This design comes from an exercise in tuning for a short achievable clock period and few clock cycles on the open sky130 flow, not from production work.
Where RTL was checked, it was by simulation tests only, not by an equivalence proof against the original.
No activity file was given, so power comes from the tool's default toggle rates.

Setup of run a:
==> flow/design.v <==
`timescale 1ns / 1ps
module cpu(
    input           clk,
    input           resetn,
    output          inst_sram_en,
    output[31:0]    inst_sram_addr,
    input[31:0]     inst_sram_rdata,
    output          data_sram_en,
    output[3:0]     data_sram_wen,
    output[31:0]    data_sram_addr,
    output[31:0]    data_sram_wdata,
    input[31:0]     data_sram_rdata,
    output[31:0]    debug_wb_pc,
    output          debug_wb_rf_wen,
    output[4:0]     debug_wb_rf_wnum,
    output[31:0]    debug_wb_rf_wdata
);
    reg [31:0] pc_f;
    reg        v_d;
    reg [31:0] pc_d, npc_d;
    reg        v_r;
    reg [31:0] ir, pc_r, npc_r;
    reg        v_e;
    reg [31:0] a_e, b_e;
    reg [4:0]  rd_e, rt_e, sh_e;
    reg        add_e, sub_e, and_e, or_e, xor_e, sll_e, mov_e, cmp_e;
    reg        wr_e;                 
    reg        ld_e, st_e, bbt_e;
    reg [31:0] imm_e, tgt_e, pc_e;
    reg [31:0] res_m, addr_m, wdata_m, pc_m;
    reg [4:0]  rd_m;
    reg        wen_m, ld_m, st_m, en_m;
    reg [31:0] res_w, pc_w;
    reg [4:0]  rd_w;
    reg        wen_w, ld_w;
    reg [31:0] res_x, pc_x;
    reg [4:0]  rd_x;
    reg        rep_x;
    reg        done_w;               
    reg [31:0] rtbits;
    reg        rt_ok, hx_a, xbit;
    reg [31:0] rf [0:31];
    reg        stall_q;              
    reg        en_q;                 
    wire [5:0]  op = ir[31:26];
    wire [4:0]  rs = ir[25:21];
    wire [4:0]  rt = ir[20:16];
    wire [4:0]  rd = ir[15:11];
    wire [10:0] lo = ir[10:0];
    wire d_rtype = (op == 6'h00);
    wire d_add  = d_rtype && lo == 11'h020;
    wire d_sub  = d_rtype && lo == 11'h022;
    wire d_and  = d_rtype && lo == 11'h024;
    wire d_or   = d_rtype && lo == 11'h025;
    wire d_xor  = d_rtype && lo == 11'h026;
    wire d_mov  = d_rtype && lo == 11'h00a;
    wire d_sll  = d_rtype && ir[5:0] == 6'd0 && rs == 5'd0;
    wire d_st   = (op == 6'h2b);
    wire d_ld   = (op == 6'h23);
    wire d_j    = (op == 6'h02);
    wire d_cmp  = (op == 6'h3e) && lo == 11'd0;
    wire d_bbt  = (op == 6'h3f);
    wire d_alu  = d_add | d_sub | d_and | d_or | d_xor;
    wire d_wr   = d_alu | d_sll | d_cmp | d_ld;
    wire use_rs = d_alu | d_mov | d_cmp | d_st | d_ld | d_bbt;
    wire use_rt = d_alu | d_mov | d_cmp | d_st | d_sll;
    wire [4:0] d_rd = d_ld ? rt : rd;
    wire haz_e = v_e & ld_e & ((use_rs & rs == rd_e) | (use_rt & rt == rd_e));
    wire haz_m = ld_m & ((use_rs & rs == rd_m) | (use_rt & rt == rd_m));
    wire stall = stall_q;
    wire [5:0] n_op = inst_sram_rdata[31:26];
    wire [4:0] n_rs = inst_sram_rdata[25:21];
    wire [4:0] n_rt = inst_sram_rdata[20:16];
    wire [10:0] n_lo = inst_sram_rdata[10:0];
    wire n_rtype = (n_op == 6'h00);
    wire n_use_rs = (n_rtype & (n_lo == 11'h020 | n_lo == 11'h022 | n_lo == 11'h024 |
                                n_lo == 11'h025 | n_lo == 11'h026 | n_lo == 11'h00a)) |
                    (n_op == 6'h3e & n_lo == 11'd0) | n_op == 6'h2b | n_op == 6'h23 | n_op == 6'h3f;
    wire n_use_rt = (n_rtype & (n_lo == 11'h020 | n_lo == 11'h022 | n_lo == 11'h024 |
                                n_lo == 11'h025 | n_lo == 11'h026 | n_lo == 11'h00a |
                                (n_lo[5:0] == 6'd0 & n_rs == 5'd0))) |
                    (n_op == 6'h3e & n_lo == 11'd0) | n_op == 6'h2b;
    wire n_dep_r = (n_use_rs & n_rs == rt) | (n_use_rt & n_rt == rt);
    wire n_dep_e = (n_use_rs & n_rs == rd_e) | (n_use_rt & n_rt == rd_e);
    wire stall_n = redir_e ? 1'b0 :
                   stall   ? (v_r & ld_e & ((use_rs & rs == rd_e) | (use_rt & rt == rd_e))) :
                             (v_d & ~take_r & ((v_r & d_ld & n_dep_r) | (ld_e & n_dep_e)));
    wire [31:0] val_w = ld_w ? data_sram_rdata : res_w;
    wire hm_a = wen_m & rd_m == rs;
    wire hw_a = wen_w & rd_w == rs;
    wire hm_b = wen_m & rd_m == rt;
    wire hw_b = wen_w & rd_w == rt;
    wire [31:0] byp_a = hm_a ? res_m : val_w;
    wire [31:0] byp_b = hm_b ? res_m : val_w;
    wire [31:0] rd_a = (hm_a | hw_a) ? byp_a : rf[rs];
    wire [31:0] rd_b = (hm_b | hw_b) ? byp_b : rf[rt];
    wire [31:0] a = a_e;
    wire [31:0] b = b_e;
    wire [31:0] sum = a + b;
    wire [32:0] dif = {1'b0, a} - {1'b0, b};
    wire        eq  = (a == b);
    wire        ltu = dif[32];
    wire [4:0]  c   = {ltu | eq, dif[31] | eq, ltu, dif[31], eq};
    wire [31:0] sllv = b << sh_e;
    wire        bz  = (b == 32'd0);
    wire [31:0] res = ({32{add_e}} & sum) |
                      ({32{sub_e}} & dif[31:0]) |
                      ({32{and_e}} & (a & b)) |
                      ({32{or_e}}  & (a | b)) |
                      ({32{xor_e}} & (a ^ b)) |
                      ({32{sll_e}} & sllv) |
                      ({32{mov_e}} & a) |
                      ({32{cmp_e}} & {22'd0, ~c, c});
    wire wen_e = wr_e | (mov_e & bz);
    wire [31:0] addr = a + imm_e;
    wire redir_e = bbt_e & a[rt_e];
    wire [31:0] tgt_r = npc_r + {{14{ir[15]}}, ir[15:0], 2'b00};
    wire bbt_late = ((wr_e | mov_e) & rd_e == rs) | (ld_w & rd_w == rs) | ~rt_ok;
    wire bit_r = hm_a ? res_m[rt] : hw_a ? res_w[rt] : hx_a ? xbit : rtbits[rs];
    wire take_r = v_r & d_bbt & (ir[15:0] != 16'd0) & ~bbt_late & bit_r & ~stall & ~redir_e;
    wire [31:0] inst = inst_sram_rdata;
    wire take_r1 = (ir[15:0] == 16'd1);
    wire redir_d = v_d & ~stall & (inst[31:26] == 6'h02) & ~redir_e & ~take_r;
    wire j_next  = (inst[25:0] == npc_d[27:2]);
    wire [31:0] jtgt = {npc_d[31:28], inst[25:0], 2'b00};
    wire [31:0] pc_inc = pc_f + 32'd4;
    assign inst_sram_en   = en_q;
    assign inst_sram_addr = pc_f;
    always @(posedge clk) begin
        if (!resetn) begin
            pc_f <= 32'd0;
            v_d  <= 1'b0;
            v_r  <= 1'b0;
            v_e  <= 1'b0;
            stall_q <= 1'b0;
            en_q    <= 1'b1;
        end else begin
            stall_q <= stall_n;
            en_q    <= ~stall_n;
            if (redir_e)      pc_f <= tgt_e;
            else if (take_r & ~take_r1) pc_f <= tgt_r;
            else if (redir_d) pc_f <= j_next ? pc_inc : jtgt;
            else if (!stall)  pc_f <= pc_inc;
            if (redir_e | (take_r & ~take_r1) | (redir_d & ~j_next)) v_d <= 1'b0;
            else if (!stall)       v_d <= 1'b1;
            if (redir_e)     v_r <= 1'b0;
            else if (!stall) v_r <= v_d & ~take_r;
            v_e <= v_r & ~stall & ~redir_e;
        end
    end
    always @(posedge clk) begin
        if (!stall) begin
            pc_d  <= pc_f;
            npc_d <= pc_inc;
            ir    <= inst_sram_rdata;
            pc_r  <= pc_d;
            npc_r <= npc_d;
        end
    end
    wire go_e = resetn & v_r & ~stall & ~redir_e;
    always @(posedge clk) begin
        a_e   <= (wen_e & rd_e == rs) ? res : rd_a;
        b_e   <= (wen_e & rd_e == rt) ? res : rd_b;
        rd_e  <= d_rd;
        rt_e  <= rt;
        sh_e  <= ir[10:6];
        imm_e <= {{16{ir[15]}}, ir[15:0]};
        tgt_e <= tgt_r;
        pc_e  <= pc_r;
        add_e <= d_add;
        sub_e <= d_sub;
        and_e <= d_and;
        or_e  <= d_or;
        xor_e <= d_xor;
        sll_e <= d_sll;
        cmp_e <= d_cmp;
        mov_e <= go_e & d_mov;
        wr_e  <= go_e & d_wr;
        ld_e  <= go_e & d_ld;
        st_e  <= go_e & d_st;
        bbt_e <= go_e & d_bbt & (ir[15:0] != 16'd0) & bbt_late;
    end
    always @(posedge clk) begin
        res_m   <= res;
        addr_m  <= addr;
        wdata_m <= b;
        pc_m    <= pc_e;
        rd_m    <= rd_e;
        wen_m   <= resetn & wen_e;
        ld_m    <= resetn & ld_e;
        st_m    <= resetn & st_e;
        en_m    <= resetn & (ld_e | st_e);
        res_w   <= res_m;
        pc_w    <= pc_m;
        rd_w    <= rd_m;
        wen_w   <= resetn & wen_m;
        ld_w    <= resetn & ld_m;
        res_x   <= need_x ? val_w : res_m;
        pc_x    <= need_x ? pc_w : pc_m;
        rd_x    <= need_x ? rd_w : rd_m;
        rep_x   <= resetn & (need_x | early_w);
        done_w  <= resetn & ~need_x & early_w;
    end
    wire need_x  = wen_w & (rd_w != 5'd0) & ~done_w;
    wire early_w = wen_m & ~ld_m & (rd_m != 5'd0);
    integer i, j;
    always @(posedge clk) begin
        for (j = 0; j < 32; j = j + 1)
            rtbits[j] <= rf[j][n_rt];
        rt_ok <= ~stall;
        hx_a  <= wen_w & rd_w == n_rs;
        xbit  <= val_w[n_rt];
    end
    always @(posedge clk) begin
        if (!resetn) begin
            for (i = 0; i < 32; i = i + 1)
                rf[i] <= 32'd0;
        end else if (wen_w) begin
            rf[rd_w] <= val_w;
        end
    end
    assign data_sram_en    = en_m;
    assign data_sram_wen   = {3'b000, st_m};
    assign data_sram_addr  = addr_m;
    assign data_sram_wdata = wdata_m;
    assign debug_wb_pc       = pc_x;
    assign debug_wb_rf_wen   = rep_x;
    assign debug_wb_rf_wnum  = rd_x;
    assign debug_wb_rf_wdata = res_x;
endmodule
export LEC_CHECK = 0
export ABC_CLOCK_PERIOD_IN_PS = 3000
export CAP_MARGIN = 20
export CORE_MARGIN = 2
export CORE_UTILIZATION = 40
export SETUP_SLACK_MARGIN = 5
export SLEW_MARGIN = 20
create_clock -name core_clock -period 12.5 [get_ports {clk}]
standard.sh (not shown) runs the stock make flow with config.mk's settings and CLKGATE_MAP_FILE= SYNTH_SCRIPT=/design/flow/synth_recipe.tcl, a recipe that flattens the netlist after the stock synthesis.
==> flow/flow/run.sh <==
#!/bin/bash
set -euo pipefail
MARGIN=${MARGIN:-9}
bash standard.sh synth > synth.log 2>&1
sed "s/SETUP_SLACK_MARGIN=[0-9.]*/SETUP_SLACK_MARGIN=$MARGIN/" standard.sh > layout.sh
bash layout.sh > layout.log 2>&1
> inputs changed (run a -> run b)
--- a/flow/design.v
+++ b/flow/design.v
@@ -116,15 +116,13 @@
     wire redir_e = bbt_e & a[rt_e];
     wire [31:0] tgt_r = npc_r + {{14{ir[15]}}, ir[15:0], 2'b00};
     wire bbt_late = ((wr_e | mov_e) & rd_e == rs) | (ld_w & rd_w == rs) | ~rt_ok;
     wire bit_r = hm_a ? res_m[rt] : hw_a ? res_w[rt] : hx_a ? xbit : rtbits[rs];
     wire take_r = v_r & d_bbt & (ir[15:0] != 16'd0) & ~bbt_late & bit_r & ~stall & ~redir_e;
     wire [31:0] inst = inst_sram_rdata;
-    wire take_r1 = (ir[15:0] == 16'd1);
     wire redir_d = v_d & ~stall & (inst[31:26] == 6'h02) & ~redir_e & ~take_r;
-    wire j_next  = (inst[25:0] == npc_d[27:2]);
     wire [31:0] jtgt = {npc_d[31:28], inst[25:0], 2'b00};
     wire [31:0] pc_inc = pc_f + 32'd4;
     assign inst_sram_en   = en_q;
     assign inst_sram_addr = pc_f;
     always @(posedge clk) begin
         if (!resetn) begin
@@ -135,16 +133,16 @@
             stall_q <= 1'b0;
             en_q    <= 1'b1;
         end else begin
             stall_q <= stall_n;
             en_q    <= ~stall_n;
             if (redir_e)      pc_f <= tgt_e;
-            else if (take_r & ~take_r1) pc_f <= tgt_r;
-            else if (redir_d) pc_f <= j_next ? pc_inc : jtgt;
+            else if (take_r)  pc_f <= tgt_r;
+            else if (redir_d) pc_f <= jtgt;
             else if (!stall)  pc_f <= pc_inc;
-            if (redir_e | (take_r & ~take_r1) | (redir_d & ~j_next)) v_d <= 1'b0;
+            if (redir_e | take_r | redir_d) v_d <= 1'b0;
             else if (!stall)       v_d <= 1'b1;
             if (redir_e)     v_r <= 1'b0;
             else if (!stall) v_r <= v_d & ~take_r;
             v_e <= v_r & ~stall & ~redir_e;
         end
     end
## What came out
Compared with run a, in run b synthesized cell area moved up, cell area stayed essentially flat, amount of wire on met3 after detailed routing went down. Run a has lower post-synthesis compound-gate area fraction than run b. Worst setup path endpoint = inst_sram_addr[25]: run a; worst setup path endpoint = inst_sram_addr[24]: run b. Run b vs run a — ratio of cells with drive above 1 in the final layout rose 0.58 points. Going from run a to run b, total chip power went up, clock period minus worst slack went down, sequential portion of the cell area did not really move, combined area of the multi-input logic cells went up. Relative to run a, the simple-gate area share of the yosys netlist of run b is higher by 0.35 points.
Testbench counts of run b, summed over its fixed seeds: cycles 6,234.
The RTL of run a was laid out without a check of its function.

## afterwards: timing with drivers on the ports
In the flow no input, the clock included, has a driving cell. The finished layouts below were timed again as built, in two steps. Step 1: set_driving_cell puts a clkbuf_16 on clk and a buf_2 on each other input, an assumption about the parent block. Step 2 times the ports against the registers' clock, not the clock port: input delays grow and output delays shrink by t, the midpoint of the rising clock arrivals with the driver on. Slacks: no drivers / after step 1 / after step 2; pairs: no drivers / after step 1.
run | shift t [ns] | setup slack, ns | worst register clock-pin slew, ns
run a | 0.959 | 8.587 / 8.266 / 7.308 | 0.07 / 0.07
run b | 0.946 | 8.639 / 8.294 / 7.348 | 0.07 / 0.07
After both steps setup and hold are still met in every run listed. The setup slack of run b, which loses most, moves by -0.345 ns with the drivers and by -1.291 ns with both steps.
